Background: an optimization exercise with open tools, aiming at small area, a short achievable clock period and few clock cycles. Do not read the settings as production practice.
Only simulation tests tie the RTL to the original design; equivalence was not proved.
Power and IR drop assume default switching activity.

$ cat flow/design.v
module bubble_sort(
input clk,
input rst_n,
input [63:0] data,
input en,
output logic [7:0] data_o,
output logic [63:0] data_sort_o,  
output logic wr_en, 
output logic last
);
logic [7:0]L,H; 
logic [7:0]L_nxt,H_nxt;
logic [1:0] state;
logic [1:0] state_nxt;
logic last_nxt;
logic wr_en_nxt;
logic [63:0] data_o_nxt;
logic [7:0] A_nxt;
logic [7:0] A;
logic [7:0] B_nxt;
logic [7:0] B;
logic en_reg;
logic [7:0] _max_nxt;
logic [7:0] _max_;
logic [63:0] data_in;
logic [63:0] data_in_reg;
logic [63:0] data_reg;
logic [63:0] data_reg0,data_reg1;
logic rdy_nxt;
logic rdy;
assign data_sort_o=data_in_reg;
assign state_nxt[0]=(B_nxt>=A_nxt);
assign state_nxt[1]=B_nxt<A_nxt;
assign last_nxt=(_max_==8'd1)&&(H==_max_); 
assign rdy_nxt=en_reg?1'b0:(last)?1'b1:rdy;
always@(*) begin
  data_in=data_in_reg;
  H_nxt=H;
  L_nxt=L;
  wr_en_nxt=1'b0;
  data_o_nxt=data_o;
  _max_nxt=_max_;
  if(H!=_max_) begin
    case(state)
    2'b01:begin
            H_nxt=H+1'b1; L_nxt=L;   
          end
    2'b10:begin
            L_nxt=H;H_nxt=H+1'b1;
          end
    endcase
  end
  else begin 
            H_nxt=1'b1;L_nxt=0;_max_nxt=_max_-1;
            wr_en_nxt=1'b1;
      case(state)
      2'b01:begin  
              data_o_nxt=A;
              case(H)
              'd0:data_in[7:0]=A;
              'd1:data_in[15:8]=A;
              'd2:data_in[23:16]=A; 
              'd3:data_in[31:24]=A;
              'd4:data_in[39:32]=A;
              'd5:data_in[47:40]=A;
              'd6:data_in[55:48]=A;
              'd7:data_in[63:56]=A;
              endcase
              case(L)
               'd0:data_in[7:0]=B;              
               'd1:data_in[15:8]=B;
               'd2:data_in[23:16]=B;
               'd3:data_in[31:24]=B;
               'd4:data_in[39:32]=B;
               'd5:data_in[47:40]=B;
               'd6:data_in[55:48]=B;
               'd7:data_in[63:56]=B;
              endcase
            end
        2'b10: begin
              data_in=data_in_reg;
                data_o_nxt= B;              
              end
       endcase
       end
end
always@(*) begin
  case(L_nxt)
    'd0:A_nxt=data_in[7:0];
    'd1:A_nxt=data_in[15:8];
    'd2:A_nxt=data_in[23:16]; 
    'd3:A_nxt=data_in[31:24];
    'd4:A_nxt=data_in[39:32];
    'd5:A_nxt=data_in[47:40];
    'd6:A_nxt=data_in[55:48];
    'd7:A_nxt=data_in[63:56];
    default:A_nxt=8'h00;
  endcase
  case(H_nxt) 
     'd0:B_nxt=data_in[7:0];    
     'd1:B_nxt=data_in[15:8];
     'd2:B_nxt=data_in[23:16];
     'd3:B_nxt=data_in[31:24];
     'd4:B_nxt=data_in[39:32];
     'd5:B_nxt=data_in[47:40];
     'd6:B_nxt=data_in[55:48];
     'd7:B_nxt=data_in[63:56];
     default:B_nxt=8'h00;
  endcase
end
always@(posedge clk or  negedge rst_n) begin
  if(!rst_n) begin
    last<=1'b1;
    state<=2'd0;
    data_reg0<=64'd0;
    data_reg1<=64'd0;
    data_o<=64'd0;  
    H<=8'd1;
    L<=8'd0;
    _max_<=8'd7;
    A<=8'h0;
    B<=8'h0;
    wr_en<=1'b0;
    en_reg<=1'b0;
    rdy<=1'b1;
  end
  else begin
    en_reg<=en;
    rdy<=rdy_nxt;
    last<=rdy_nxt?last:last_nxt;
    data_reg0<=data;
    data_reg1<=data_reg0;
    data_o<=rdy?data_o:data_o_nxt; 
    wr_en<=(en_reg|rdy)?1'b0:wr_en_nxt;
    state<=en_reg?2'd0:state_nxt;
    H<=(en_reg)?8'd1:(rdy_nxt)?H:H_nxt;
    L<=(en_reg)?8'd0:(rdy_nxt)?L:L_nxt; 
    _max_<=(en_reg)?'d7:(rdy_nxt)?_max_:_max_nxt;
    A<=(rdy_nxt)?A:A_nxt;
    B<=(rdy_nxt)?B:B_nxt;
    data_in_reg<=(en_reg)?data_reg0:data_in;
  end 
end
endmodule
$ cat flow/run.sh
#!/bin/bash
# synth_recipe.tcl (not shown) runs the flow's synth.tcl, then flattens the netlist and writes it again
# the make line also repeats each setting of config.mk as NAME=value (left out here)
make -C /OpenROAD-flow-scripts/flow DESIGN_CONFIG=/design/flow/config.mk WORK_HOME=/design/flow/orfs CLKGATE_MAP_FILE= SYNTH_SCRIPT=/design/flow/synth_recipe.tcl finish
$ cat flow/config.mk
export PLATFORM = sky130hd
export DESIGN_NAME = bubble_sort
export DESIGN_NICKNAME = bubble_sort
export VERILOG_FILES = /design/flow/design.v
export SDC_FILE = /design/flow/constraint.sdc
export NUM_CORES = 4
export LEC_CHECK = 0
export CAP_MARGIN = 20
export CORE_MARGIN = 2
export CORE_UTILIZATION = 40
export SLEW_MARGIN = 20
$ cat flow/constraint.sdc
create_clock -name core_clock -period 5.0 [get_ports {clk}]
set_input_delay 1.0000 -clock core_clock [delete_from_list [all_inputs] [get_ports {clk}]]
set_output_delay 1.0000 -clock core_clock [all_outputs]
set_load 0.01 [all_outputs]
==> results of run 1 <==
==> cell usage in the layout, fill, tap and decap left out, drive strengths merged, types with 5 or more instances in the layout <==
| cell type | n |
|---|---|
| clkdlybuf4s50 | 139 |
| dfrtp | 112 |
| nand2 | 100 |
| nor2 | 87 |
| o21ai | 77 |
| edfxtp | 64 |
| buf | 55 |
| o22ai | 50 |
| a21oi | 46 |
| a22oi | 41 |
| o22a | 34 |
| inv | 24 |
| nor3 | 23 |
| nand3 | 20 |
| clkbuf | 18 |
| ha | 16 |
| xnor2 | 15 |
| a22o | 12 |
| xor2 | 12 |
| mux2 | 10 |
| a2bb2oi | 10 |
| mux2i | 10 |
| a221oi | 9 |
| nand2b | 9 |
| a31oi | 9 |
| nand4 | 9 |
| nor4 | 9 |
| nor3b | 8 |
| a2111oi | 8 |
| a211oi | 7 |
| dfstp | 6 |
| nor2b | 6 |
| and3 | 6 |
| o31ai | 5 |
| o211ai | 5 |
| and2 | 5 |
| and3b | 5 |
==> synth_stat cells, types with 10 or more instances <==
library cell  count
a22o_1           12
nor2_1           87
buf_1            19
dfrtp_1         112
inv_1            13
mux2i_1          10
xor2_1           12
buf_2            11
xnor2_1          15
o22ai_1          49
nor3_1           23
o21ai_0          74
o22a_1           34
ha_1             16
nand2_1         100
a21oi_1          46
mux2_2           10
a2bb2oi_1        10
a22oi_1          41
nand3_1          20
clkbuf_1         45
edfxtp_1         64
==> per-layer routing <==
metal / up-vias / track usage (%) / part of all wire (%)
met5: - / 0 / 0.034
met4: 2 / 13.7 / 4.6
met3: 100 / 6.46 / 8.9
met2: 513 / 45.1 / 45
met1: 4437 / 39.6 / 41
li1: 3991 / - / -
==> repair_timing <==
item | 4_1_cts | 5_1_grt
endpoints found under the setup margin | 0 | 2
gates resized for setup | 0 | 4
hold buffers | 0 | 0
buffers inserted | 0 | 2
==> cell families after synthesis <==
kind of cell | after synthesis | synth area share, %
multiplexers | 20 | 2.17
AO/OA/AOI/OAI | 337 | 24.2
buffers and inverters | 88 | 3.51
flip-flops | 182 | 49.8
adder cells (fa/ha/maj) | 16 | 2.04
AND/OR/NAND/NOR | 313 | 15.8
XOR/XNOR | 27 | 2.41
==> worst paths after layout <==
check,start,end,slack (ps),cells after the start
max reg2reg,L[3],state[1],420,15
min reg2reg,data_reg0[23],data_in_reg[23],520,2
max,L[3],state[1],420,15
min in group core_clock,data_reg0[23],data_in_reg[23],520,2
min,rst_n,data_o[1],520,1
max in group asynchronous,rst_n,en_reg,3650,2
==> critical path, stage by stage, from the launching register on <==
cell and delay, ps:
dfrtp_1 430, or4b_1 690, or2_0 510, o22a_1 300, o22ai_1 370, a2bb2o_1 350
nor2_1 240, and2_1 170, ha_1 140, nor2b_1 40, o21a_1 160, o21a_1 170
o21a_1 160, o21ai_0 270, a21oi_1 110, a2111oi_0 340
==> report_power, final <==
part / switching, mW / total [mW] / internal, mW
Sequential: 0.495 / 2.23 / 1.73
Combinational: 1.28 / 2.27 / 0.994
Clock: 0.698 / 1.37 / 0.674
==> area by class of cell <==
cell class	count	area [um^2]	area share, %
repair buffers	194	1850	14.9
inverters	13	48.8	0.394
clock buffers	18	429	3.47
well taps	324	405	3.28
flip-flops and latches	182	4890	39.5
multi-input cells	713	4600	37.2
clock inverters	14	150	1.21
==> stage by stage <==
step | std cells | hold WS, ps | util [%] | power, mW
after global routing | 1458 | 544 | 51.2 | 6.09
after floorplan | 983 | 487 | - | 3.37
after global placement | 1424 | 503 | 48.6 | 4.42
after detailed placement | 1424 | 511 | 48.6 | 4.41
after CTS | 1456 | 525 | 51.0 | 5.78
final | 1458 | 516 | 51.2 | 5.87
==> impl_metrics.json, run 1 <==
{
  "status": "no timing/DRC/antenna violations",
  "gp_congestion": 1.03,
  "grt_remaining_overflow": 0,
  "ys_seq_area_share_pct": 49.8,
  "wl_per_cell_um": 25.9,
  "cts_tree": "built",
  "drc": 0,
  "critPathCaptureType": "flop",
  "root_buffer": "clkbuf_16",
  "fin_skew_ps": 15.7,
  "final_hold_viol_count": 0,
  "pre_cts_slack_ps": 51.8,
  "start_util_pct": 40.5,
  "async_reset_ff_share_pct": 64.8,
  "pwr_density_cell_nw_per_um2": 475,
  "maxSlewViolCount": 0,
  "dieArea_um2": 25800,
  "synth-main-ff-cell": "dfrtp_1",
  "fmax_ghz": 0.218,
  "grt_max_degree": 98,
  "leakage_nw": 4.77,
  "fin_crit_ps": 4580,
  "htreeDepth": 4,
  "drive_above_1_share_pct": 10.9,
  "antenna_found_initial": 1,
  "peakVddDrop_mv": 0.238,
  "clkSinkCount": 182,
  "grt_pass1_wl_um": 55600,
  "synth_cells": 983,
  "cap_violations": 0,
  "grt_pass1_vias": 8763,
  "rsz0062_at_grt": "no",
  "vias": 9043,
  "tns_ps": 0,
  "final_antenna_net_count": 0,
  "diodes": 0,
  "final_nets": 1204,
  "startpoint_type": "flop",
  "hp-class": "in2async",
  "yosys-top-cells-area": "dfrtp_1 29%, edfxtp_1 20%, nand2_1 3.8%, o21ai_0 3.8%, nor2_1 3.3%",
  "postLayoutCellArea_um2": 12400,
  "cts_buffer_depth": 2,
  "portBuffers": 140,
  "synth_nets": 1066,
  "netlist.area_leader.share_pct": 28.6,
  "core_um2": 24200,
  "synth_edf_count": 64,
  "fillers": 2250,
  "drt_pass1_iterations": 9,
  "tightest_slew_ps": 1150,
  "post_drt_via_cell_ratio": 6.20,
  "clk_latency_ps": 450,
  "required_ps": 5330,
  "dieHeight_um": 161,
  "numCtsBuffers": 17,
  "dpl_cell_area_um2": 11800,
  "clk_pin_slew_ps": 80,
  "dp_hpwl_um": 28000,
  "num_rows": 57,
  "io_pins": 141,
  "yosys.area.top_type": "dfrtp_1",
  "fin_crit_sh_pct": 91.7,
  "ys_warn_count": 1,
  "setup_violations": 0,
  "path_max_fanout": 9,
  "crit_type": "reg2reg",
  "drt_iter0_markers": 1241,
  "fin_ws_ps": 417,
  "grt_usage_pct": 29.3,
  "synthToLayoutAreaGrowth_pct": 26.2,
  "syn_avg_cell_area_um2": 9.97,
  "synth_seq_cells": 182,
  "synth.distinct_cells": 68,
  "drt-total-wl_um": 37800,
  "slew_headroom_pct": 23.3,
  "die_w_um": 161,
  "syn-cell-area_um2": 9800,
  "cp.arrival_ps": 4910
}
Testbench counts, summed over its fixed seeds: cycles 49,600.
==> inputs of run 2 (changes only) <==
==> flow/design.v (replaced) <==
module bubble_sort(
input clk,
input rst_n,
input [63:0] data,
input en,
output logic [7:0] data_o,
output logic [63:0] data_sort_o,
output logic wr_en,
output logic last
);
logic [7:0] lo [4];      
logic [7:0] hi [4];      
logic [3:0] lov, hiv;    
logic [55:0] srt;        
logic [7:0] rem;         
logic [2:0] cnt;         
logic busy;
logic [7:0] pa [4], pb [4];
logic [3:0] ple;
always_comb
  for (int i = 0; i < 4; i++) begin
    pa[i] = data[16*i +: 8];
    pb[i] = data[16*i+8 +: 8];
    ple[i] = pa[i] <= pb[i];
  end
logic [8:0] key [4];
logic lt [4][4];
logic [3:0] win;
logic [7:0] m;
always_comb begin
  for (int i = 0; i < 4; i++) key[i] = {~lov[i], lo[i]};
  for (int i = 0; i < 4; i++)
    for (int j = 0; j < 4; j++)
      lt[i][j] = (i < j) ? (key[i] <= key[j]) : (key[i] < key[j]);
  for (int i = 0; i < 4; i++) begin
    win[i] = busy;
    for (int j = 0; j < 4; j++)
      if (j != i) win[i] = win[i] & lt[i][j];
  end
  m = 8'd0;
  for (int i = 0; i < 4; i++) m = m | (lo[i] & {8{win[i]}});
end
logic [7:0] lo_adv [4];
logic [7:0] rem_nxt;
always_comb begin
  rem_nxt = 8'd0;
  for (int i = 0; i < 4; i++) begin
    lo_adv[i] = win[i] ? hi[i] : lo[i];
    rem_nxt = rem_nxt | lo_adv[i];
  end
end
always_ff @(posedge clk) begin
  for (int i = 0; i < 4; i++) begin
    if (en) begin
      lo[i]  <= ple[i] ? pa[i] : pb[i];
      hi[i]  <= ple[i] ? pb[i] : pa[i];
      lov[i] <= 1'b1;
      hiv[i] <= 1'b1;
    end else if (win[i]) begin
      lo[i]  <= hi[i];
      hi[i]  <= 8'd0;
      lov[i] <= hiv[i];
      hiv[i] <= 1'b0;
    end
  end
  if (busy) srt <= {srt[47:0], m};
  rem <= rem_nxt;
  cnt <= en ? 3'd0 : cnt + 3'd1;
end
always_ff @(posedge clk or negedge rst_n)
  if (!rst_n) begin
    busy  <= 1'b0;
    wr_en <= 1'b0;
    last  <= 1'b1;
  end else begin
    busy  <= en | (busy & (cnt != 3'd6));
    wr_en <= busy;
    last  <= ~(en | (busy & (cnt != 3'd6)));
  end
assign data_o = srt[7:0];
assign data_sort_o = {srt, rem};
endmodule
==> impl_metrics.json, run 2 <==
{
  "clkSinkCount": 142,
  "post_drt_via_cell_ratio": 5.18,
  "drive_above_1_share_pct": 5.37,
  "start_util_pct": 40.6,
  "required_ps": 5280,
  "reg2reg_depth": 9,
  "dp_hpwl_um": 15000,
  "slew_headroom_pct": 34.6,
  "clk_latency_ps": 420,
  "ctsHoldBuffers": 0,
  "drt_pass1_iterations": 6,
  "r2r_start": "lo[1][2]",
  "netlist.area_leader.share_pct": 33.6,
  "final_common_cell": "clkdlybuf4s50_1",
  "cap_violations": 0,
  "pwr-share-clk_pct": 18.4,
  "cp.arrival_ps": 3740,
  "combPwrFrac_pct": 47.8,
  "synth.most_common_cell": "mux2i_1",
  "cts_buffer_depth": 2,
  "synth_xor_area_share_pct": 0.111,
  "swShare_pct": 39.2,
  "yosys-top-cells-area": "edfxtp_1 34%, mux2i_1 16%, ha_1 14%, dfxtp_1 13%, inv_1 3.1%",
  "cpPeakStageDelay_ps": 810,
  "path_max_fanout": 20,
  "fin_skew_ps": 7.89,
  "core_um2": 19400,
  "synthSimpleGateAreaFrac_pct": 8.93,
  "drc": 0,
  "htreeDepth": 4,
  "final_antenna_net_count": 0,
  "placed_cells_incl_taps": 1053,
  "vias": 5625,
  "grt_pass1_wl_um": 30100,
  "synth_seq_cells": 142,
  "rsz0062_at_grt": "no",
  "synth_cells": 675,
  "multi_input_area_um2": 3720,
  "internal_power_mw": 3.97,
  "antenna_found_initial": 0,
  "layout_common_cells": "139 x clkdlybuf4s50_1, 128 x mux2i_1, 88 x ha_1, 88 x edfxtp_1, 66 x inv_1",
  "grt_max_degree": 59,
  "pre_cts_slack_ps": 1240,
  "critPathBufInv": 1,
  "dieHeight_um": 144,
  "r2r_setup_slack_ps": 1540,
  "num_rows": 51,
  "synthToLayoutAreaGrowth_pct": 27.4,
  "syn_avg_cell_area_um2": 11.7,
  "hp-class": "reg2reg",
  "fillers": 1778,
  "synth-main-ff-cell": "edfxtp_1",
  "slowest_stage": "and3_1",
  "postLayoutCoreUtil_pct": 51.7,
  "yosys.area.top_type": "edfxtp_1",
  "synth_edf_count": 88,
  "diodes": 0,
  "setup_violations": 0,
  "io_pins": 141,
  "die_w_um": 144,
  "largest_reg_flops": 56,
  "synth_top_family_by_area": "multiplexers",
  "post_cts_resized": 0,
  "fin_crit_sh_pct": 69.3,
  "maxSlewViolCount": 0,
  "grt_pass1_vias": 5680,
  "min_from": "cnt[0]",
  "gp_congestion": 0.883,
  "holdWs_ps": 439,
  "dieArea_um2": 20800,
  "seqPwrFrac_pct": 33.8,
  "synth.area.mux_share_pct": 16.3,
  "portBuffers": 140,
  "regMostFlops": "srt",
  "synth_compound_area_share_pct": 7.91,
  "peakVddDrop_mv": 0.229,
  "ys_seq_area_share_pct": 47.5,
  "critPathCaptureType": "flop",
  "tns_ps": 0,
  "synth-adder-area-share_pct": 14.0,
  "drt_iter0_markers": 295,
  "startpoint_type": "flop",
  "crit_family": "simple AND/OR/NAND/NOR gates",
  "hold_path_end": "cnt[0]",
  "drt-total-wl_um": 19000,
  "fin_crit_ps": 3460,
  "root_buffer": "clkbuf_16",
  "synth.distinct_cells": 52,
  "numCtsBuffers": 17,
  "path_common_cell": "and3_1",
  "switching_power_mw": 2.55,
  "wl_per_cell_um": 17.5,
  "ys_warn_count": 8,
  "grt_usage_pct": 19.0,
  "grt_remaining_overflow": 0,
  "async_reset_ff_share_pct": 2.11,
  "syn-cell-area_um2": 7870,
  "clk_pin_slew_ps": 60,
  "tightest_slew_ps": 980,
  "cts_setup_buffers": 0,
  "cp_cell_sequence": "inv_1 > ha_1 > nor2_1 > a211oi_1 > o41ai_1 > and3_1 > and3_1 > mux2i_1 > nand4_1",
  "crit_type": "reg2reg",
  "synth_nets": 830,
  "finalNonFillerCells": 1085,
  "register_area_um2": 3740,
  "fmax_ghz": 0.289,
  "status": "no timing/DRC/antenna violations",
  "final_nets": 962,
  "holdPathStages": 1,
  "leakage_nw": 4.49,
  "final_hold_viol_count": 0,
  "fin_ws_ps": 1540,
  "cts_tree": "built",
  "synth_common_cells": "128 x mux2i_1, 88 x edfxtp_1, 88 x ha_1",
  "pwr_density_cell_nw_per_um2": 650,
  "r2r_end": "rem[2]"
}
==> run 2: how the worst max path moves through the flow <==
stage              from       end  slack [ps]  cells past startpoint
2_1_floorplan      busy  hi[2][0]        1930                      4
4_1_cts        lo[0][6]    rem[0]        1550                      9
3_3_place_gp   data[13]  hi[0][1]        1330                     10
5_1_grt        lo[1][2]    rem[0]        1300                      9
6_report       lo[1][2]    rem[2]        1540                      9
3_5_place_dp   data[25]  hi[1][6]        1240                     10
==> run 2: per-stage QoR <==
stage	total power, mW	area [um^2]
after floorplan	4.06	7870
after global placement	5.28	9470
after detailed placement	5.34	9470
after CTS	6.56	10000
after global routing	6.99	10000
final	6.52	10000
==> run 2: routing by layer <==
layer	vias to the layer above	global-route usage [%]	part of all wire (%)
met2	164	31.8	47
met5	-	0	0
met4	0	6.44	2.4
li1	2758	-	-
met3	23	4.50	5.3
met1	2680	24.1	46
==> run 2: power by group through the flow <==
stage,Sequential [mW],Combinational [mW],Clock (mW)
floorplan,2.18,1.88,0
global placement,2.22,3.06,0
detailed placement,2.23,3.11,0
CTS,2.21,3.13,1.22
global route,2.26,3.45,1.28
finish,2.20,3.12,1.20
==> run 2: cell families (layout without fill, tap and decap cells) <==
group / after synthesis / after routing
flops: 142 / 142
simple gates: 129 / 129
mux: 128 / 128
buf+inv: 98 / 243
compound gates: 89 / 89
fa+ha+maj: 88 / 88
xor+xnor: 1 / 1
==> run 2: layout make-up <==
| cell class | count | area share, % |
|---|---|---|
| inverter | 66 | 2.47 |
| clock inverter | 11 | 1.17 |
| tap | 265 | 3.31 |
| multi-input combinational | 435 | 37.1 |
| timing repair buffer | 145 | 14.3 |
| sequential | 142 | 37.3 |
| clock buffer | 21 | 4.39 |
Testbench counts of run 2, summed over its fixed seeds: cycles 12,800.
==> inputs of run 3 (changes only) <==
==> flow/design.v (replaced) <==
module bubble_sort(
input clk,
input rst_n,
input [63:0] data,
input en,
output logic [7:0] data_o,
output logic [63:0] data_sort_o,
output logic wr_en,
output logic last
);
function automatic logic le8(input logic [7:0] x, input logic [7:0] y);
  logic [7:0] g, l;
  logic [3:0] g2, l2;
  logic [1:0] g4, l4;
  g = x & ~y;
  l = ~x & y;
  for (int k = 0; k < 4; k++) begin
    g2[k] = g[2*k+1] | (~l[2*k+1] & g[2*k]);
    l2[k] = l[2*k+1] | (~g[2*k+1] & l[2*k]);
  end
  for (int k = 0; k < 2; k++) begin
    g4[k] = g2[2*k+1] | (~l2[2*k+1] & g2[2*k]);
    l4[k] = l2[2*k+1] | (~g2[2*k+1] & l2[2*k]);
  end
  le8 = ~(g4[1] | (~l4[1] & g4[0]));
endfunction
logic [7:0] a [4];       
logic [7:0] b [4];
logic [3:0] sela;        
logic [3:0] h1;          
logic [3:0] e;           
logic [55:0] srt;        
logic [7:0] rem;         
logic [2:0] cnt;         
logic busy;
logic [7:0] hd [4];
always_comb
  for (int i = 0; i < 4; i++) hd[i] = sela[i] ? a[i] : b[i];
logic c [4][4];          
logic [3:0] win;
always_comb begin
  for (int i = 0; i < 4; i++)
    for (int j = 0; j < 4; j++)
      c[i][j] = e[j] | (~e[i] & le8(hd[i], hd[j]));
  for (int i = 0; i < 4; i++) begin
    win[i] = busy;
    for (int j = 0; j < 4; j++)
      if (j > i) win[i] = win[i] & c[i][j];
      else if (j < i) win[i] = win[i] & ~c[j][i];
  end
end
logic [7:0] m, rem_nxt;
always_comb begin
  m = 8'd0;
  rem_nxt = 8'd0;
  for (int i = 0; i < 4; i++) begin
    m = m | ({8{win[i] & sela[i]}} & a[i]) | ({8{win[i] & ~sela[i]}} & b[i]);
    rem_nxt = rem_nxt
      | ({8{(win[i] & ~h1[i] & ~sela[i]) | (~win[i] & ~e[i] & sela[i])}} & a[i])
      | ({8{(win[i] & ~h1[i] & sela[i]) | (~win[i] & ~e[i] & ~sela[i])}} & b[i]);
  end
end
always_ff @(posedge clk) begin
  for (int i = 0; i < 4; i++) begin
    if (!busy) begin
      a[i]    <= data[16*i +: 8];
      b[i]    <= data[16*i+8 +: 8];
      sela[i] <= le8(data[16*i +: 8], data[16*i+8 +: 8]);
      h1[i]   <= 1'b0;
      e[i]    <= 1'b0;
    end else if (win[i]) begin
      sela[i] <= ~sela[i];
      h1[i]   <= 1'b1;
      e[i]    <= h1[i];
    end
  end
  if (busy) srt <= {srt[47:0], m};
  if (busy && cnt == 3'd6) rem <= rem_nxt;
  cnt <= en ? 3'd0 : cnt + 3'd1;
end
always_ff @(posedge clk or negedge rst_n)
  if (!rst_n) begin
    busy  <= 1'b0;
    wr_en <= 1'b0;
    last  <= 1'b1;
  end else begin
    busy  <= en | (busy & (cnt != 3'd6));
    wr_en <= busy;
    last  <= ~(en | (busy & (cnt != 3'd6)));
  end
assign data_o = srt[7:0];
assign data_sort_o = {srt, rem};
endmodule
==> flow/flow/run.sh (new file) <==
#!/bin/bash
set -euo pipefail
export BUFFER_PORTS_ARGS="-buffer_cell sky130_fd_sc_hd__buf_1"
bash standard.sh > flow_standard.log 2>&1
==> flow/standard.sh (new file) <==
#!/bin/bash
# synth_recipe.tcl (not shown) runs the flow's synth.tcl, then flattens the netlist and writes it again
# the make line also repeats each setting of config.mk as NAME=value (left out here)
make -C /OpenROAD-flow-scripts/flow DESIGN_CONFIG=/design/flow/config.mk WORK_HOME=/design/flow/orfs CLKGATE_MAP_FILE= SYNTH_SCRIPT=/design/flow/synth_recipe.tcl "${@:-finish}"
removed: flow/run.sh
==> impl_metrics.json, run 3 <==
{
  "synth_edf_count": 132,
  "post_drt_via_cell_ratio": 5.89,
  "drt_iter0_markers": 556,
  "fillers": 1656,
  "drive_above_1_share_pct": 13.1,
  "switching_power_mw": 1.66,
  "yosys.area.top_type": "edfxtp_1",
  "internal_power_mw": 3.09,
  "fmax_ghz": 0.228,
  "holdWs_ps": 385,
  "r2r_end": "rem[4]",
  "numCtsBuffers": 17,
  "core_um2": 18000,
  "hp-class": "in2async",
  "synth-main-ff-cell": "edfxtp_1",
  "pwr_density_cell_nw_per_um2": 540,
  "drt_pass1_iterations": 8,
  "synthToLayoutAreaGrowth_pct": 19.0,
  "seqPwrFrac_pct": 42.2,
  "final_antenna_net_count": 0,
  "slew_headroom_pct": 31.4,
  "grt_remaining_overflow": 0,
  "synth_cells": 585,
  "fin_skew_ps": 7.89,
  "reg2reg_depth": 11,
  "grt_usage_pct": 21.6,
  "final_nets": 805,
  "cts_tree": "built",
  "leakage_nw": 3.08,
  "cap_violations": 0,
  "wl_per_cell_um": 21.6,
  "cpPeakStageDelay_ps": 970,
  "die_w_um": 140,
  "syn-cell-area_um2": 7390,
  "synth.most_common_cell": "edfxtp_1",
  "postLayoutCoreUtil_pct": 48.8,
  "path_common_cell": "a221oi_1",
  "grt_pass1_vias": 5378,
  "drc": 0,
  "dieArea_um2": 19600,
  "cts_buffer_depth": 2,
  "grt_most_used_layer": "met2",
  "crit_family": "compound AO/OA/AOI/OAI gates",
  "syn_avg_cell_area_um2": 12.6,
  "antenna_found_initial": 0,
  "ctsHoldBuffers": 0,
  "grt_util_met1_pct": 28.0,
  "fin_crit_ps": 4380,
  "dieHeight_um": 140,
  "grtUsageMet3_pct": 5.03,
  "register_area_um2": 4260,
  "dp_hpwl_um": 15800,
  "root_buffer": "clkbuf_16",
  "cp.arrival_ps": 4660,
  "placed_cells_incl_taps": 946,
  "post_cts_resized": 0,
  "startpoint_type": "flop",
  "r2r_setup_slack_ps": 620,
  "synth_common_cells": "132 x edfxtp_1, 38 x mux2i_1, 37 x o21ai_0",
  "maxSlewViolCount": 0,
  "pwr-share-clk_pct": 27.1,
  "finalNonFillerCells": 978,
  "tightest_slew_ps": 1030,
  "setup_violations": 0,
  "grt.met2_usage_pct": 36.2,
  "num_rows": 49,
  "final_common_cell": "buf_1",
  "io_pins": 141,
  "cp.depth": 11,
  "cp_cell_sequence": "mux2_2 > a221oi_1 > a311oi_1 > maj3_2 > a211oi_2 > o22ai_1 > nor3_2 > buf_4 > nor4bb_1 > a221oi_1 > nand4_1",
  "clk_pin_slew_ps": 60,
  "rsz0062_at_grt": "no",
  "grt_max_degree": 80,
  "critPathBufInv": 1,
  "synth_nets": 654,
  "tns_ps": 0,
  "regMostFlops": "srt",
  "multi_input_area_um2": 2830,
  "largest_reg_flops": 56,
  "status": "no timing/DRC/antenna violations",
  "fin_crit_sh_pct": 87.7,
  "yosys-top-cells-area": "edfxtp_1 54%, mux2i_1 5.1%, mux2_2 4.0%, maj3_1 3.7%, dfxtp_1 3.0%",
  "start_util_pct": 41.0,
  "ys_warn_count": 5,
  "combPwrFrac_pct": 30.8,
  "portBuffers": 140,
  "final_hold_viol_count": 0,
  "layout_common_cells": "140 x buf_1, 132 x edfxtp_1, 38 x mux2i_1",
  "clkSinkCount": 146,
  "required_ps": 5280,
  "slowest_stage": "edfxtp_1",
  "diodes": 0,
  "async_reset_ff_share_pct": 2.05,
  "peakVddDrop_mv": 0.442,
  "grt_pass1_wl_um": 31900,
  "synth.distinct_cells": 66,
  "clk_latency_ps": 430,
  "drt-total-wl_um": 21100,
  "cts_setup_buffers": 0,
  "swShare_pct": 35.0,
  "r2r_start": "sela[0]",
  "vias": 5759,
  "critPathCaptureType": "flop",
  "netlist.area_leader.share_pct": 53.6,
  "crit_type": "reg2reg",
  "path_max_fanout": 23,
  "synth_seq_cells": 146,
  "htreeDepth": 4,
  "gp_congestion": 1.04,
  "ys_seq_area_share_pct": 57.6
}
==> run 3: changes by cell type after synthesis, sizes merged, moves of 10 or more <==
cell,previous run,this run
ha,88,2
dfxtp,51,11
a221oi,0,19
mux2,0,27
edfxtp,88,132
inv,66,32
maj3,0,28
a22oi,0,10
o22ai,5,17
mux2i,128,39
nand4,21,8
nor3,2,14
nor2b,25,9
o21ai,16,40
==> run 3: through the flow <==
| step | total power [mW] | worst slack (ps) | area [um^2] |
|---|---|---|---|
| final | 4.75 | 617 | 8800 |
| after global routing | 4.98 | 365 | 8800 |
| after CTS | 4.77 | 696 | 8800 |
| after detailed placement | 3.46 | 709 | 8200 |
| after global placement | 3.44 | 794 | 8200 |
| after floorplan | 2.92 | 512 | 7390 |
==> run 3: layer usage <==
layer | routed length [um] | up-vias | share of wire [%]
li1 | - | 2628 | -
met1 | 8500 | 2767 | 40
met2 | 10200 | 326 | 48
met3 | 1910 | 38 | 9.1
met4 | 520 | 0 | 2.5
met5 | 0 | - | 0
==> run 3: layout make-up <==
class | count | share of cell area, %
Sequential cell | 146 | 48.4
Multi-Input combinational cell | 375 | 32.1
Timing Repair Buffer | 163 | 7.93
Clock buffer | 19 | 5.15
Tap cell | 229 | 3.26
Clock inverter | 13 | 1.71
Inverter | 33 | 1.41
==> run 3: cell families (layout without fill, tap and decap cells) <==
group	count (synthesis)	count (layout)	synth area share [%]
flops	146	146	57.6
mux	66	66	9.49
xor+xnor	1	1	0.118
buf+inv	64	228	4.15
compound gates	164	164	15.6
simple gates	114	114	8.88
fa+ha+maj	30	30	4.15
==> run 3: worst max path at each step <==
stage	startpoint	endpoint	slack, ps
3_5_place_dp	sela[0]	rem[5]	710
2_1_floorplan	busy	rem[0]	510
3_3_place_gp	sela[0]	rem[5]	790
4_1_cts	sela[0]	rem[5]	700
5_1_grt	sela[0]	rem[4]	360
6_report	sela[0]	rem[4]	620
==> run 3: power groups by stage <==
stage          sequential [mW]  clock, mW  combinational, mW
3_3_place_gp              2.00          0               1.44
2_1_floorplan             2.00          0              0.916
6_report                  2.00       1.29               1.46
5_1_grt                   2.04       1.37               1.57
3_5_place_dp              2.03          0               1.44
4_1_cts                   2.01       1.32               1.44
Testbench counts of run 3, summed over its fixed seeds: cycles 12,800.
==> inputs of run 4 (changes only) <==
==> flow/run.sh (new file) <==
#!/bin/bash
# synth_recipe.tcl (not shown) runs the flow's synth.tcl, then flattens the netlist and writes it again
# the make line also repeats each setting of config.mk as NAME=value (left out here)
make -C /OpenROAD-flow-scripts/flow DESIGN_CONFIG=/design/flow/config.mk WORK_HOME=/design/flow/orfs CLKGATE_MAP_FILE= SYNTH_SCRIPT=/design/flow/synth_recipe.tcl finish
removed: flow/flow/run.sh
removed: flow/standard.sh
==> impl_metrics.json, run 4 <==
{
  "ys_warn_count": 5,
  "slowest_stage": "edfxtp_1",
  "peakVddDrop_mv": 0.430,
  "diodes": 0,
  "fmax_ghz": 0.233,
  "yosys-top-cells-area": "edfxtp_1 54%, mux2i_1 5.1%, mux2_2 4.0%, maj3_1 3.7%, dfxtp_1 3.0%",
  "vias": 5672,
  "crit_type": "reg2reg",
  "dp_hpwl_um": 15600,
  "clk_latency_ps": 420,
  "fin_crit_sh_pct": 86.0,
  "tns_ps": 0,
  "gp_congestion": 0.949,
  "synth_compound_area_share_pct": 15.6,
  "final_antenna_net_count": 0,
  "placed_cells_incl_taps": 944,
  "num_rows": 49,
  "grt_usage_pct": 21.4,
  "htreeDepth": 4,
  "start_util_pct": 41.0,
  "clkSinkCount": 146,
  "rsz0062_at_grt": "no",
  "required_ps": 5120,
  "setup_violations": 0,
  "synth-main-ff-cell": "edfxtp_1",
  "drt-total-wl_um": 20800,
  "slew_headroom_pct": 35.3,
  "drc": 0,
  "status": "no timing/DRC/antenna violations",
  "wl_per_cell_um": 21.3,
  "regMostFlops": "srt",
  "synth_common_cells": "132 x edfxtp_1, 38 x mux2i_1, 37 x o21ai_0",
  "dieHeight_um": 140,
  "critPathCaptureType": "flop",
  "root_buffer": "clkbuf_16",
  "final_nets": 803,
  "cpPeakStageDelay_ps": 840,
  "crit_family": "compound AO/OA/AOI/OAI gates",
  "path_common_cell": "a221oi_1",
  "cts_tree": "built",
  "tightest_slew_ps": 967,
  "dieArea_um2": 19600,
  "drt_iter0_markers": 424,
  "cp.arrival_ps": 4420,
  "portBuffers": 140,
  "pwr_density_cell_nw_per_um2": 529,
  "numCtsBuffers": 17,
  "final_common_cell": "clkdlybuf4s50_1",
  "synth_top_family_by_area": "compound AO/OA/AOI/OAI gates",
  "critPathBufInv": 1,
  "die_w_um": 140,
  "cts_setup_buffers": 0,
  "grt_remaining_overflow": 0,
  "layout_common_cells": "140 x clkdlybuf4s50_1, 132 x edfxtp_1, 38 x mux2i_1",
  "hp-class": "reg2reg",
  "synth_xor_area_share_pct": 0.118,
  "syn-cell-area_um2": 7390,
  "synth_nets": 654,
  "grt_max_degree": 68,
  "largest_reg_flops": 56,
  "fin_crit_ps": 4300,
  "pre_cts_slack_ps": 672,
  "startpoint_type": "flop",
  "synth-adder-area-share_pct": 4.15,
  "async_reset_ff_share_pct": 2.05,
  "drive_above_1_share_pct": 12.7,
  "core_um2": 18000,
  "clk_pin_slew_ps": 60,
  "io_pins": 141,
  "final_hold_viol_count": 0,
  "ctsHoldBuffers": 0,
  "antenna_found_initial": 0,
  "maxSlewViolCount": 0,
  "synth_edf_count": 132,
  "yosys.area.top_type": "edfxtp_1",
  "grt_pass1_vias": 5549,
  "synth.distinct_cells": 66,
  "post_drt_via_cell_ratio": 5.81,
  "ys_seq_area_share_pct": 57.6,
  "synth_cells": 585,
  "synth.most_common_cell": "edfxtp_1",
  "finalNonFillerCells": 976,
  "cp_cell_sequence": "mux2i_1 > a221oi_1 > a311oi_1 > maj3_2 > a211oi_2 > nor4_4 > buf_4 > and3b_1 > a22o_1 > a221oi_1 > nand4_1",
  "drt_pass1_iterations": 5,
  "fin_skew_ps": 9.48,
  "postLayoutCoreUtil_pct": 53.6,
  "cap_violations": 0,
  "synthToLayoutAreaGrowth_pct": 30.6,
  "fin_ws_ps": 702,
  "post_cts_resized": 0,
  "syn_avg_cell_area_um2": 12.6,
  "grt_pass1_wl_um": 31900,
  "path_max_fanout": 20,
  "cts_buffer_depth": 2,
  "synthSimpleGateAreaFrac_pct": 8.88,
  "synth.area.mux_share_pct": 9.49,
  "synth_seq_cells": 146,
  "netlist.area_leader.share_pct": 53.6,
  "leakage_nw": 3.44
}
[run 4: per-stage QoR]
| step | power, mW | cell area, um^2 | hold WS (ps) |
|---|---|---|---|
| global route | 5.34 | 9660 | 465 |
| finish | 5.11 | 9660 | 454 |
| floorplan | 2.92 | 7390 | 415 |
| CTS | 5.13 | 9660 | 453 |
| global placement | 3.81 | 9060 | 426 |
| detailed placement | 3.83 | 9060 | 437 |
[run 4: path summary, 6_finish.rpt]
path                          from       to  cells after the start  slack [ps]
setup / recovery           sela[3]   rem[4]                     11         700
hold / removal             srt[32]  srt[40]                      0         450
setup reg to reg           sela[3]   rem[4]                     11         700
hold reg to reg            srt[32]  srt[40]                      0         450
max in group asynchronous    rst_n     last                      1        4020
min in group asynchronous    rst_n     busy                      1         760
[run 4: final cells by class]
class	count	area, um^2
Clock buffer	18	429
Clock inverter	14	170
Fill cell	1566	8370
Inverter	33	124
Multi-Input combinational cell	375	2830
Sequential cell	146	4260
Tap cell	229	287
Timing Repair Buffer	161	1560
[run 4: logic make-up (layout without fill, tap and decap cells)]
family / Yosys count / count (layout)
compound gates: 164 / 164
flops: 146 / 146
simple gates: 114 / 114
mux: 66 / 66
buf+inv: 64 / 226
fa+ha+maj: 30 / 30
xor+xnor: 1 / 1
[run 4: layer usage]
| layer | vias up | global-route usage, % | routed length, um |
|---|---|---|---|
| met5 | - | 0 | 0 |
| met4 | 0 | 8.00 | 474 |
| met3 | 32 | 4.58 | 1320 |
| met2 | 262 | 35.2 | 9940 |
| met1 | 2760 | 28.0 | 9090 |
| li1 | 2618 | - | - |
[run 4: power by group]
part	internal (mW)	leakage [nW]	total (mW)	switching [mW]
logic	0.938	1.74	1.84	0.899
clock network	0.753	0.281	1.29	0.537
registers	1.72	1.41	1.98	0.255
total	3.41	3.44	5.11	1.69
[run 4: worst reg2reg max path: stages, from the launching register on]
cell and delay (ps):
edfxtp_1 840, mux2i_1 380, a221oi_1 380, a311oi_1 90
maj3_2 350, a211oi_2 380, nor4_4 90, buf_4 240
and3b_1 280, a22o_1 260, a221oi_1 470, nand4_1 240
==> inputs of run 5 (changes only) <==
--- a/flow/config.mk
+++ b/flow/config.mk
@@ -7,2 +7,3 @@
 export LEC_CHECK = 0
+export ABC_CLOCK_PERIOD_IN_PS = 2200
 export CAP_MARGIN = 20
@@ -10,2 +11,3 @@
 export CORE_UTILIZATION = 40
+export SETUP_SLACK_MARGIN = 2.8
 export SLEW_MARGIN = 20
==> impl_metrics.json, run 5 <==
{
  "status": "no timing/DRC/antenna violations",
  "clk_pin_slew_ps": 60,
  "die_w_um": 140,
  "async_reset_ff_share_pct": 2.05,
  "min_from": "srt[27]",
  "cts_buffer_depth": 2,
  "drt_iter0_markers": 563,
  "setup_violations": 0,
  "r2r_end": "rem[7]",
  "core_um2": 18000,
  "synth.distinct_cells": 66,
  "fmax_ghz": 0.290,
  "regMostFlops": "srt",
  "synth_cells": 585,
  "r2r_setup_slack_ps": 1550,
  "portBuffers": 140,
  "rsz0062_at_grt": "yes",
  "wl_per_cell_um": 22.2,
  "final_antenna_net_count": 0,
  "crit_type": "reg2reg",
  "drc": 0,
  "final_common_cell": "edfxtp_1",
  "total_power_mw": 6.00,
  "diodes": 0,
  "numCtsBuffers": 17,
  "clk_latency_ps": 440,
  "peakVddDrop_mv": 0.391,
  "ys_warn_count": 5,
  "grt_pass1_wl_um": 35000,
  "clkSinkCount": 146,
  "postLayoutCellArea_um2": 11300,
  "start_util_pct": 41.0,
  "syn-cell-area_um2": 7390,
  "ys_seq_area_share_pct": 57.6,
  "syn_avg_cell_area_um2": 12.6,
  "largest_reg_flops": 56,
  "reg2reg_depth": 12,
  "vias": 6277,
  "maxSlewViolCount": 0,
  "yosys-top-cells-area": "edfxtp_1 54%, mux2i_1 5.1%, mux2_2 4.0%, maj3_1 3.7%, dfxtp_1 3.0%",
  "dp_hpwl_um": 16200,
  "holdWs_ps": 447,
  "dieArea_um2": 19600,
  "fin_crit_ps": 3450,
  "post_drt_via_cell_ratio": 5.93,
  "synth-main-ff-cell": "edfxtp_1",
  "cap_violations": 0,
  "drt-total-wl_um": 23500,
  "startpoint_type": "flop",
  "tns_ps": 0,
  "yosys.area.top_type": "edfxtp_1",
  "htreeDepth": 4,
  "cp_cell_sequence": "buf_6 > mux2_4 > a22oi_2 > a221oi_2 > a2bb2oi_2 > or3_4 > a2111oi_4 > o21ai_4 > buf_4 > nor3b_2 > o21ai_1 > nand4_1",
  "grt_pass1_vias": 6001,
  "netlist.area_leader.share_pct": 53.6,
  "leakage_nw": 4.27,
  "antenna_found_initial": 0,
  "num_rows": 49,
  "slowest_stage": "nor3b_2",
  "fin_skew_ps": 21.4,
  "cts_tree": "built",
  "hp-class": "reg2reg",
  "synth_edf_count": 132,
  "grt_remaining_overflow": 0,
  "pwr_density_cell_nw_per_um2": 532,
  "final_hold_viol_count": 0,
  "gp_congestion": 0.931,
  "synth_common_cells": "132 x edfxtp_1, 38 x mux2i_1, 37 x o21ai_0",
  "final_nets": 885,
  "fin_ws_ps": 1550,
  "slew_headroom_pct": 38.7,
  "drive_above_1_share_pct": 39.8,
  "cp.arrival_ps": 3730,
  "synth_nets": 654,
  "required_ps": 5290,
  "synth_seq_cells": 146,
  "holdPathStages": 0,
  "path_max_fanout": 9,
  "synth.most_common_cell": "edfxtp_1",
  "cpPeakStageDelay_ps": 440,
  "hold_path_end": "srt[35]",
  "pre_cts_slack_ps": 677,
  "fin_crit_sh_pct": 68.9,
  "synthToLayoutAreaGrowth_pct": 52.5,
  "critPathCaptureType": "flop",
  "r2r_start": "sela[1]",
  "io_pins": 141,
  "drt_pass1_iterations": 7,
  "grt_max_degree": 68,
  "tightest_slew_ps": 919,
  "root_buffer": "clkbuf_16",
  "dieHeight_um": 140,
  "grt_usage_pct": 23.5,
  "layout_common_cells": "132 x edfxtp_1, 64 x dlygate4sd2_1, 64 x buf_4",
  "dpl_cell_area_um2": 9390
}
## run 5: cell counts after synthesis
No cell type changed its count.
## run 5: through the flow
stage	cells	utilization (%)
global route	1058	62.6
detailed placement	937	52.1
global placement	937	52.1
CTS	1028	59.5
floorplan	585	-
finish	1058	62.6
## run 5: how the worst max path moves through the flow
stage / startpoint / to / slack, ps / cells after the start
final: sela[1] / rem[7] / 1550 / 12
after global routing: sela[3] / rem[2] / 1490 / 11
after CTS: sela[1] / rem[6] / 1600 / 11
after detailed placement: sela[2] / rem[5] / 680 / 11
after global placement: sela[2] / rem[5] / 680 / 11
after floorplan: data[8] / sela[0] / 1610 / 9
## run 5: area by class of cell
cell class                      count  area (um^2)
Tap cell                          229          287
Fill cell                        1378         6750
Inverter                           33          128
Multi-Input combinational cell    375         3700
Timing Repair Buffer              243         2280
Clock buffer                       18          439
Clock inverter                     14          174
Sequential cell                   146         4260
## run 5: routing by layer
metal,global-route usage [%],wire [um],up-vias
met5,0,0,-
met4,10.6,995,0
met3,4.96,1850,68
met2,38.3,11200,360
met1,30.3,9530,3049
li1,-,-,2800
## run 5: power breakdown
group / internal, mW / switching, mW
clock: 0.806 / 0.535
combinational: 1.44 / 1.26
sequential: 1.72 / 0.233
## run 5: worst max-delay path, delay by kind of cell, from the launching register on
kind                   cells  cell delay, ps
AO/OA/AOI/OAI              6            1150
AND/OR/NAND/NOR            3             990
flip-flops                 1             430
buffers and inverters      2             370
multiplexers               1             350
## run 5: kinds of logic after synthesis
family | Yosys count | synth area share, %
AO/OA/AOI/OAI | 164 | 15.6
XOR/XNOR | 1 | 0.118
adder cells (fa/ha/maj) | 30 | 4.15
buffers and inverters | 64 | 4.15
flip-flops | 146 | 57.6
multiplexers | 66 | 9.49
AND/OR/NAND/NOR | 114 | 8.88
## run 5: repair_timing
action | 4_1_cts | 5_1_grt
resized for setup | 221 | 75
pin swaps | 48 | 35
gates cloned | 1 | 1
hold buffers | 0 | 0
setup buffers | 58 | 29
setup endpoints to repair | 114 | 48
==> inputs of run 6 (changes only) <==
--- a/flow/design.v
+++ b/flow/design.v
@@ -26,7 +26,4 @@
 endfunction
-logic [7:0] a [4];       
-logic [7:0] b [4];
-logic [3:0] sela;        
-logic [3:0] h1;          
-logic [3:0] e;           
+logic [7:0] lo [4];      
+logic [7:0] hi [4];      
 logic [55:0] srt;        
@@ -35,5 +32,10 @@
 logic busy;
-logic [7:0] hd [4];
+logic [7:0] pa [4], pb [4];
+logic [3:0] ple;
 always_comb
-  for (int i = 0; i < 4; i++) hd[i] = sela[i] ? a[i] : b[i];
+  for (int i = 0; i < 4; i++) begin
+    pa[i] = data[16*i +: 8];
+    pb[i] = data[16*i+8 +: 8];
+    ple[i] = le8(pa[i], pb[i]);
+  end
 logic c [4][4];          
@@ -43,3 +45,3 @@
     for (int j = 0; j < 4; j++)
-      c[i][j] = e[j] | (~e[i] & le8(hd[i], hd[j]));
+      c[i][j] = le8(lo[i], lo[j]);
   for (int i = 0; i < 4; i++) begin
@@ -54,8 +56,6 @@
   m = 8'd0;
-  rem_nxt = 8'd0;
+  rem_nxt = 8'hff;
   for (int i = 0; i < 4; i++) begin
-    m = m | ({8{win[i] & sela[i]}} & a[i]) | ({8{win[i] & ~sela[i]}} & b[i]);
-    rem_nxt = rem_nxt
-      | ({8{(win[i] & ~h1[i] & ~sela[i]) | (~win[i] & ~e[i] & sela[i])}} & a[i])
-      | ({8{(win[i] & ~h1[i] & sela[i]) | (~win[i] & ~e[i] & ~sela[i])}} & b[i]);
+    m = m | (lo[i] & {8{win[i]}});
+    rem_nxt = rem_nxt & hi[i] & (lo[i] | {8{win[i]}});
   end
@@ -63,17 +63,12 @@
 always_ff @(posedge clk) begin
-  for (int i = 0; i < 4; i++) begin
-    if (!busy) begin
-      a[i]    <= data[16*i +: 8];
-      b[i]    <= data[16*i+8 +: 8];
-      sela[i] <= le8(data[16*i +: 8], data[16*i+8 +: 8]);
-      h1[i]   <= 1'b0;
-      e[i]    <= 1'b0;
+  for (int i = 0; i < 4; i++)
+    if (en) begin
+      lo[i] <= ple[i] ? pa[i] : pb[i];
+      hi[i] <= ple[i] ? pb[i] : pa[i];
     end else if (win[i]) begin
-      sela[i] <= ~sela[i];
-      h1[i]   <= 1'b1;
-      e[i]    <= h1[i];
+      lo[i] <= hi[i];
+      hi[i] <= 8'hff;
     end
-  end
   if (busy) srt <= {srt[47:0], m};
-  if (busy && cnt == 3'd6) rem <= rem_nxt;
+  rem <= rem_nxt;
   cnt <= en ? 3'd0 : cnt + 3'd1;
==> flow/flow/run.sh (new file) <==
#!/bin/bash
set -euo pipefail
export BUFFER_PORTS_ARGS="-buffer_cell sky130_fd_sc_hd__buf_1"
bash standard.sh > flow_standard.log 2>&1
==> flow/standard.sh (new file) <==
#!/bin/bash
# synth_recipe.tcl (not shown) runs the flow's synth.tcl, then flattens the netlist and writes it again
# the make line also repeats each setting of config.mk as NAME=value (left out here)
make -C /OpenROAD-flow-scripts/flow DESIGN_CONFIG=/design/flow/config.mk WORK_HOME=/design/flow/orfs CLKGATE_MAP_FILE= SYNTH_SCRIPT=/design/flow/synth_recipe.tcl "${@:-finish}"
--- a/flow/config.mk
+++ b/flow/config.mk
@@ -7,3 +7,2 @@
 export LEC_CHECK = 0
-export ABC_CLOCK_PERIOD_IN_PS = 2200
 export CAP_MARGIN = 20
@@ -11,3 +10,3 @@
 export CORE_UTILIZATION = 40
-export SETUP_SLACK_MARGIN = 2.8
+export SETUP_SLACK_MARGIN = 2.5
 export SLEW_MARGIN = 20
removed: flow/run.sh
==> impl_metrics.json, run 6 <==
{
  "status": "no timing/DRC/antenna violations",
  "yosys-top-cells-area": "edfxtp_1 50%, mux2i_1 5.0%, dfxtp_1 3.0%, maj3_1 3.0%, a21oi_1 2.8%",
  "num_rows": 49,
  "grt_max_degree": 59,
  "clk_pin_slew_ps": 60,
  "cp_cell_sequence": "buf_6 > nand2b_4 > maj3_2 > maj3_2 > maj3_2 > o211ai_4 > o311ai_2 > mux2i_1 > a21oi_1",
  "synth.most_common_cell": "edfxtp_1",
  "cp.arrival_ps": 3020,
  "r2r_setup_slack_ps": 2250,
  "final_nets": 922,
  "rsz0062_at_grt": "yes",
  "fmax_ghz": 0.347,
  "leakage_nw": 3.79,
  "htreeDepth": 4,
  "diodes": 0,
  "post_drt_via_cell_ratio": 5.49,
  "grt_pass1_wl_um": 29500,
  "drt_iter0_markers": 396,
  "setup_violations": 0,
  "syn-cell-area_um2": 7250,
  "total_power_mw": 4.35,
  "hp-class": "in2async",
  "cts_buffer_depth": 2,
  "gp_congestion": 0.849,
  "grt_pass1_vias": 5697,
  "antenna_found_initial": 0,
  "synth_nets": 717,
  "start_util_pct": 40.5,
  "wl_met2_um": 8980,
  "pwr_density_cell_nw_per_um2": 449,
  "met1Wirelength_um": 8170,
  "cap_violations": 0,
  "path_common_cell": "maj3_2",
  "clk_latency_ps": 420,
  "netlist.area_leader.share_pct": 49.7,
  "critPathCaptureType": "flop",
  "die_w_um": 139,
  "drt_pass1_iterations": 5,
  "startpoint_type": "input port",
  "slowest_stage": "maj3_2",
  "synth_edf_count": 120,
  "path_max_fanout": 6,
  "drt-total-wl_um": 19000,
  "synth-main-ff-cell": "edfxtp_1",
  "postLayoutCoreUtil_pct": 54.2,
  "dieArea_um2": 19200,
  "synth_seq_cells": 134,
  "synthToLayoutAreaGrowth_pct": 33.9,
  "reg2reg_depth": 8,
  "fin_crit_sh_pct": 57.6,
  "maxSlewViolCount": 0,
  "yosys.area.top_type": "edfxtp_1",
  "slew_headroom_pct": 33.3,
  "peakVddDrop_mv": 0.341,
  "crit_type": "in2reg",
  "core_um2": 17900,
  "final_common_cell": "buf_1",
  "cpPeakStageDelay_ps": 350,
  "synth.distinct_cells": 73,
  "grt_usage_pct": 19.2,
  "required_ps": 5140,
  "ys_seq_area_share_pct": 53.8,
  "cts_tree": "built",
  "ys_warn_count": 6,
  "root_buffer": "clkbuf_16",
  "largest_reg_flops": 56,
  "synth_cells": 648,
  "async_reset_ff_share_pct": 2.24,
  "numCtsBuffers": 17,
  "drc": 0,
  "synth_common_cells": "120 x edfxtp_1, 51 x nor2_1, 50 x nand2_1",
  "dieHeight_um": 139,
  "final_antenna_net_count": 0,
  "wl_per_cell_um": 17.4,
  "vias": 6009,
  "wl_met3_um": 1100,
  "clkSinkCount": 134,
  "syn_avg_cell_area_um2": 11.2,
  "final_hold_viol_count": 0,
  "drive_above_1_share_pct": 25.2,
  "fin_crit_ps": 2880,
  "dp_hpwl_um": 12700,
  "tightest_slew_ps": 1000,
  "tns_ps": 0,
  "grt_remaining_overflow": 0,
  "regMostFlops": "srt",
  "layout_common_cells": "124 x buf_1, 120 x edfxtp_1, 60 x buf_4",
  "io_pins": 141,
  "portBuffers": 140,
  "fin_skew_ps": 7.59,
  "top_layer_used": "met4"
}
[run 6: cell count changes in the layout (fill, tap and decap cells not counted), sizes merged, moves of 15 or more]
cell,change
buf,+99
dlygate4sd2,-64
clkdlybuf4s50,-46
nand2,+36
mux2,-27
nor2,+24
a21oi,+18
nor2b,+18
a221oi,-16
nand2b,+16
o221a,+16
o21ai,-15
[run 6: per-layer routing]
metal	vias up	GRT usage [%]
li1	2855	-
met1	2862	24.2
met2	242	31.5
met3	50	3.97
met4	0	9.84
met5	-	0
[run 6: power breakdown]
group / switching (mW) / internal [mW]
logic: 0.662 / 0.574
clock network: 0.457 / 0.871
registers: 0.194 / 1.59
total: 1.31 / 3.04
[run 6: cell families (layout without fill, tap and decap cells)]
family / after synthesis / in the layout / synth area share [%]
XOR/XNOR: 1 / 1 / 0.121
adder cells (fa/ha/maj): 30 / 30 / 4.31
AND/OR/NAND/NOR: 189 / 192 / 13.0
multiplexers: 36 / 36 / 4.97
flip-flops: 134 / 134 / 53.8
buffers and inverters: 90 / 303 / 6.01
AO/OA/AOI/OAI: 168 / 170 / 17.7
[run 6: what timing repair did]
item | in CTS | in global routing
setup endpoints to repair | 131 | 132
setup buffers | 47 | 31
gates resized for setup | 51 | 44
cloned | 5 | 1
hold buffers | 0 | 0
pin swaps | 25 | 23
[run 6: cell type report]
| class | instances | area, um^2 |
|---|---|---|
| tap | 229 | 287 |
| clock inverter | 12 | 175 |
| sequential | 134 | 3900 |
| timing repair buffer | 222 | 1330 |
| clock buffer | 20 | 467 |
| inverter | 49 | 184 |
| multi-input combinational | 429 | 3360 |
| fill | 1561 | 8200 |
[run 6: worst paths after layout]
kind | to | from
min | wr_en | rst_n
max reg2reg | lo[3][1] | lo[3][0]
max in group asynchronous | last | rst_n
min reg2reg | cnt[0] | cnt[0]
min in group core_clock | cnt[0] | cnt[0]
max | lo[3][3] | data[56]
[run 6: worst max-delay path, delay by kind of cell]
kind / cells / cell delay, ps
AOI/OAI and AO/OA: 3 / 560
adders and majority gates: 3 / 930
buffers and inverters: 1 / 90
muxes: 1 / 300
and+or+nand+nor: 1 / 120
[run 6: per-stage QoR]
step           hold slack (ps)  worst slack, ps  std cells  cell area, um^2
5_1_grt                    373             2030       1095             9700
6_report                   377             2120       1095             9700
2_1_floorplan              402             1910        648             7410
3_3_place_gp               411             1570        979             7970
3_5_place_dp               433             1460        979             7970
4_1_cts                    356             2120       1063             9250
Testbench counts of run 6, summed over its fixed seeds: cycles 12,800.
==> inputs of run 7 (changes only) <==
--- a/flow/config.mk
+++ b/flow/config.mk
@@ -7,2 +7,3 @@
 export LEC_CHECK = 0
+export ABC_CLOCK_PERIOD_IN_PS = 1500
 export CAP_MARGIN = 20
==> impl_metrics.json, run 7 <==
{
  "status": "no timing/DRC/antenna violations",
  "finalNonFillerCells": 1095,
  "r2r_start": "lo[3][0]",
  "path_common_cell": "maj3_2",
  "cts_buffer_depth": 2,
  "maxSlewViolCount": 0,
  "drc": 0,
  "fillers": 1561,
  "diodes": 0,
  "async_reset_ff_share_pct": 2.24,
  "synth.most_common_cell": "edfxtp_1",
  "swShare_pct": 30.2,
  "synth_nets": 717,
  "setup_violations": 0,
  "grt_max_degree": 59,
  "slew_headroom_pct": 33.3,
  "ys_seq_area_share_pct": 53.8,
  "synth_edf_count": 120,
  "drt-total-wl_um": 19000,
  "final_antenna_net_count": 0,
  "gp_congestion": 0.849,
  "grt_usage_pct": 19.2,
  "yosys.area.top_type": "edfxtp_1",
  "path_max_fanout": 6,
  "largest_reg_flops": 56,
  "syn_avg_cell_area_um2": 11.2,
  "leakage_nw": 3.79,
  "htreeDepth": 4,
  "synth_common_cells": "120 x edfxtp_1, 51 x nor2_1, 50 x nand2_1",
  "pwr_density_cell_nw_per_um2": 449,
  "io_pins": 141,
  "synth.distinct_cells": 73,
  "drive_above_1_share_pct": 25.2,
  "critPathBufInv": 1,
  "crit_type": "in2reg",
  "antenna_found_initial": 0,
  "internal_power_mw": 3.04,
  "rsz0062_at_grt": "yes",
  "register_area_um2": 3900,
  "netlist.area_leader.share_pct": 49.7,
  "crit_family": "adder cells",
  "tns_ps": 0,
  "combPwrFrac_pct": 28.4,
  "post_drt_via_cell_ratio": 5.49,
  "final_common_cell": "buf_1",
  "multi_input_area_um2": 3360,
  "fin_ws_ps": 2120,
  "postLayoutCellArea_um2": 9700,
  "fmax_ghz": 0.347,
  "drt_pass1_iterations": 5,
  "wl_per_cell_um": 17.4,
  "grt_pass1_vias": 5697,
  "peakVddDrop_mv": 0.341,
  "die_w_um": 139,
  "final_hold_viol_count": 0,
  "drt_iter0_markers": 396,
  "startpoint_type": "input port",
  "fin_skew_ps": 7.59,
  "pwr-share-clk_pct": 30.5,
  "cts_tree": "built",
  "required_ps": 5140,
  "synthToLayoutAreaGrowth_pct": 33.9,
  "hp-class": "in2async",
  "num_rows": 49,
  "cp.arrival_ps": 3020,
  "syn-cell-area_um2": 7250,
  "dpl_cell_area_um2": 7970,
  "cpPeakStageDelay_ps": 350,
  "grt_remaining_overflow": 0,
  "vias": 6009,
  "synth_cells": 648,
  "postLayoutCoreUtil_pct": 54.2,
  "synth_seq_cells": 134,
  "ctsHoldBuffers": 0,
  "fin_crit_ps": 2880,
  "numCtsBuffers": 17,
  "yosys-top-cells-area": "edfxtp_1 50%, mux2i_1 5.0%, dfxtp_1 3.0%, maj3_1 3.0%, a21oi_1 2.8%",
  "fin_crit_sh_pct": 57.6,
  "grt_pass1_wl_um": 29500,
  "slowest_stage": "maj3_2",
  "layout_common_cells": "124 x buf_1, 120 x edfxtp_1, 60 x buf_4",
  "tightest_slew_ps": 1000,
  "total_power_mw": 4.35,
  "pre_cts_slack_ps": 1460,
  "clk_latency_ps": 420,
  "switching_power_mw": 1.31,
  "start_util_pct": 40.5,
  "placed_cells_incl_taps": 979,
  "core_um2": 17900,
  "final_nets": 922,
  "seqPwrFrac_pct": 41.1,
  "root_buffer": "clkbuf_16",
  "cap_violations": 0,
  "clkSinkCount": 134,
  "synth-main-ff-cell": "edfxtp_1",
  "dp_hpwl_um": 12700,
  "clk_pin_slew_ps": 60,
  "dieHeight_um": 139,
  "r2r_setup_slack_ps": 2250,
  "regMostFlops": "srt",
  "cp_cell_sequence": "buf_6 > nand2b_4 > maj3_2 > maj3_2 > maj3_2 > o211ai_4 > o311ai_2 > mux2i_1 > a21oi_1",
  "portBuffers": 140,
  "critPathCaptureType": "flop",
  "ys_warn_count": 6,
  "r2r_end": "lo[3][1]",
  "holdWs_ps": 377,
  "reg2reg_depth": 8,
  "dieArea_um2": 19200
}
run 7: cell counts after synthesis:
No cell type changed its count.
run 7: timing repair:
| item | CTS | global route |
|---|---|---|
| endpoints found under the setup margin | 131 | 132 |
| resized for setup | 51 | 44 |
| pin swaps | 25 | 23 |
| setup buffers | 47 | 31 |
| gates cloned | 5 | 1 |
run 7: power groups by stage:
stage | sequential, mW | combinational, mW | clock (mW)
floorplan | 1.85 | 0.571 | 0
global placement | 1.81 | 0.882 | 0
detailed placement | 1.83 | 0.892 | 0
CTS | 1.80 | 1.10 | 1.36
global route | 1.83 | 1.33 | 1.40
finish | 1.79 | 1.24 | 1.33
run 7: how the worst max path moves through the flow:
stage	startpoint	end	cells after the start
after global routing	data[56]	hi[3][0]	10
after CTS	data[56]	hi[3][0]	10
after detailed placement	data[0]	lo[0][2]	9
after floorplan	data[56]	hi[3][5]	9
after global placement	data[56]	lo[3][0]	9
final	data[56]	lo[3][3]	9
run 7: kinds of logic after synthesis:
logic type / count (synthesis) / share of synthesized area [%]
simple gates: 189 / 13.0
compound gates: 168 / 17.7
flops: 134 / 53.8
buf+inv: 90 / 6.01
mux: 36 / 4.97
fa+ha+maj: 30 / 4.31
xor+xnor: 1 / 0.121
run 7: layout make-up:
| class | count | area share [%] |
|---|---|---|
| Timing Repair Buffer | 222 | 13.7 |
| Multi-Input combinational cell | 429 | 34.7 |
| Clock inverter | 12 | 1.81 |
| Clock buffer | 20 | 4.81 |
| Inverter | 49 | 1.90 |
| Sequential cell | 134 | 40.2 |
| Tap cell | 229 | 2.95 |
run 7: metal layers:
metal  vias to the layer above  global-route usage, %  part of all wire [%]
li1                       2855                      -                     -
met5                         -                      0                     0
met3                        50                   3.97                   5.8
met4                         0                   9.84                   4.0
met2                       242                   31.5                    47
met1                      2862                   24.2                    43
==> inputs of run 8 (changes only) <==
--- a/flow/config.mk
+++ b/flow/config.mk
@@ -7,3 +7,2 @@
 export LEC_CHECK = 0
-export ABC_CLOCK_PERIOD_IN_PS = 1500
 export CAP_MARGIN = 20
@@ -11,3 +10,3 @@
 export CORE_UTILIZATION = 40
-export SETUP_SLACK_MARGIN = 2.5
+export SETUP_SLACK_MARGIN = 1.5
 export SLEW_MARGIN = 20
==> impl_metrics.json, run 8 <==
{
  "cp.arrival_ps": 3380,
  "setup_violations": 0,
  "clk_latency_ps": 420,
  "critPathCaptureType": "flop",
  "maxSlewViolCount": 0,
  "cap_violations": 0,
  "cts_setup_buffers": 0,
  "peakVddDrop_mv": 0.292,
  "num_rows": 49,
  "core_um2": 17900,
  "fin_skew_ps": 9.54,
  "async_reset_ff_share_pct": 2.24,
  "ys_seq_area_share_pct": 53.8,
  "leakage_nw": 3.18,
  "start_util_pct": 40.5,
  "regMostFlops": "srt",
  "root_buffer": "clkbuf_16",
  "total_power_mw": 4.00,
  "drt-total-wl_um": 17200,
  "antenna_found_initial": 0,
  "diodes": 0,
  "status": "no timing/DRC/antenna violations",
  "grt_pass1_vias": 5335,
  "internal_power_mw": 2.82,
  "clk_pin_slew_ps": 60,
  "synthToLayoutAreaGrowth_pct": 17.1,
  "pwr_density_cell_nw_per_um2": 471,
  "drt_iter0_markers": 406,
  "reg2reg_depth": 7,
  "dp_hpwl_um": 12800,
  "yosys.area.top_type": "edfxtp_1",
  "fin_crit_ps": 3240,
  "clkSinkCount": 134,
  "grt_pass1_wl_um": 27800,
  "netlist.area_leader.share_pct": 49.7,
  "slew_headroom_pct": 44.0,
  "postLayoutCellArea_um2": 8490,
  "grt_remaining_overflow": 0,
  "die_w_um": 139,
  "vias": 5569,
  "htreeDepth": 4,
  "portBuffers": 140,
  "placed_cells_incl_taps": 982,
  "syn-cell-area_um2": 7250,
  "synth.distinct_cells": 73,
  "crit_type": "in2reg",
  "pwr-share-clk_pct": 33.1,
  "grt_usage_pct": 18.0,
  "finalNonFillerCells": 1012,
  "ctsHoldBuffers": 0,
  "final_antenna_net_count": 0,
  "fmax_ghz": 0.309,
  "seqPwrFrac_pct": 45.0,
  "post_cts_resized": 0,
  "drt_pass1_iterations": 5,
  "numCtsBuffers": 17,
  "final_hold_viol_count": 0,
  "dieArea_um2": 19200,
  "required_ps": 5150,
  "synth_edf_count": 120,
  "drive_above_1_share_pct": 8.17,
  "dpl_cell_area_um2": 7860,
  "fillers": 1663,
  "dieHeight_um": 139,
  "largest_reg_flops": 56,
  "wl_per_cell_um": 17.0,
  "startpoint_type": "input port",
  "synth_cells": 648,
  "synth_seq_cells": 134,
  "final_common_cell": "buf_1",
  "swShare_pct": 29.7,
  "synth.most_common_cell": "edfxtp_1",
  "drc": 0,
  "tightest_slew_ps": 839,
  "path_max_fanout": 15,
  "switching_power_mw": 1.19,
  "synth-main-ff-cell": "edfxtp_1",
  "yosys-top-cells-area": "edfxtp_1 50%, mux2i_1 5.0%, dfxtp_1 3.0%, maj3_1 3.0%, a21oi_1 2.8%",
  "rsz0062_at_grt": "no",
  "gp_congestion": 0.909,
  "hp-class": "in2async",
  "syn_avg_cell_area_um2": 11.2,
  "synth_nets": 717,
  "grt_max_degree": 62,
  "io_pins": 141,
  "fin_crit_sh_pct": 64.7,
  "synth_common_cells": "120 x edfxtp_1, 51 x nor2_1, 50 x nand2_1",
  "ys_warn_count": 6,
  "tns_ps": 0,
  "post_drt_via_cell_ratio": 5.50,
  "cts_buffer_depth": 2,
  "layout_common_cells": "139 x buf_1, 120 x edfxtp_1, 51 x nor2_1",
  "final_nets": 841,
  "combPwrFrac_pct": 21.9,
  "cts_tree": "built"
}
[run 8: cell count changes in the layout (fill, tap and decap cells not counted), moves of 5 or more]
| cell | change |
|---|---|
| a21oi_1 | +7 |
| a21oi_2 | -5 |
| buf_1 | +15 |
| buf_12 | -5 |
| buf_4 | -54 |
| buf_6 | -18 |
| clkbuf_2 | -8 |
| maj3_1 | +6 |
| maj3_2 | -6 |
| nand2b_1 | +7 |
| nand2b_4 | -7 |
| o21ai_0 | +6 |
[run 8: kinds of logic (layout without fill, tap and decap cells)]
logic type	Yosys count	after routing	synth area share, %
AO/OA/AOI/OAI	168	168	17.7
buffers and inverters	90	225	6.01
adder cells (fa/ha/maj)	30	30	4.31
AND/OR/NAND/NOR	189	189	13.0
multiplexers	36	36	4.97
XOR/XNOR	1	1	0.121
flip-flops	134	134	53.8
[run 8: area by class of cell]
class / count / area, um^2 / share of cell area [%]
clock inverter: 13 / 208 / 2.45
clock buffer: 17 / 425 / 5.01
inverter: 49 / 184 / 2.17
timing repair buffer: 146 / 572 / 6.73
sequential: 134 / 3900 / 45.9
multi-input combinational: 424 / 2910 / 34.3
tap: 229 / 287 / 3.37
[run 8: per-layer routing]
layer	vias up	routed length, um	global-route usage [%]
met5	-	0	0
met4	0	478	7.39
met3	31	1010	4.04
met2	215	8050	28.9
met1	2648	7690	23.7
li1	2675	-	-
[run 8: final timing paths]
check | start | end | slack, ps
setup reg to reg | lo[2][5] | hi[2][4] | 1790
min in group core_clock | cnt[0] | cnt[0] | 430
setup / recovery | data[8] | lo[0][4] | 1760
max in group asynchronous | rst_n | last | 4400
hold reg to reg | cnt[0] | cnt[0] | 430
hold / removal | rst_n | wr_en | 380
[run 8: worst max-delay path, stage by stage]
cell      delay (ps)
buf_1            100
nand2b_1         150
maj3_1           350
o221ai_1         160
o311ai_0         220
a221oi_2         410
and2_1           630
mux2i_1          260
a21oi_1          100
[run 8: through the flow]
stage / util, % / hold WS [ps] / setup slack [ps]
floorplan: - / 402 / 1880
global placement: 43.9 / 411 / 1480
detailed placement: 43.9 / 419 / 1390
CTS: 47.4 / 356 / 1820
global route: 47.4 / 366 / 1570
finish: 47.4 / 376 / 1760
[run 8: power by group through the flow]
stage / combinational (mW) / clock (mW) / sequential (mW)
5_1_grt: 0.968 / 1.40 / 1.84
3_3_place_gp: 0.869 / 0 / 1.81
3_5_place_dp: 0.879 / 0 / 1.83
4_1_cts: 0.881 / 1.35 / 1.80
6_report: 0.876 / 1.33 / 1.80
2_1_floorplan: 0.544 / 0 / 1.85

Setup slack of run 8, layout unchanged: 1.763 ns with ideal ports, 1.783 ns with driving cells assumed (clock clkbuf_16, inputs buf_2), 1.330 ns with port delays also shifted by the 0.453 ns mid clock arrival.
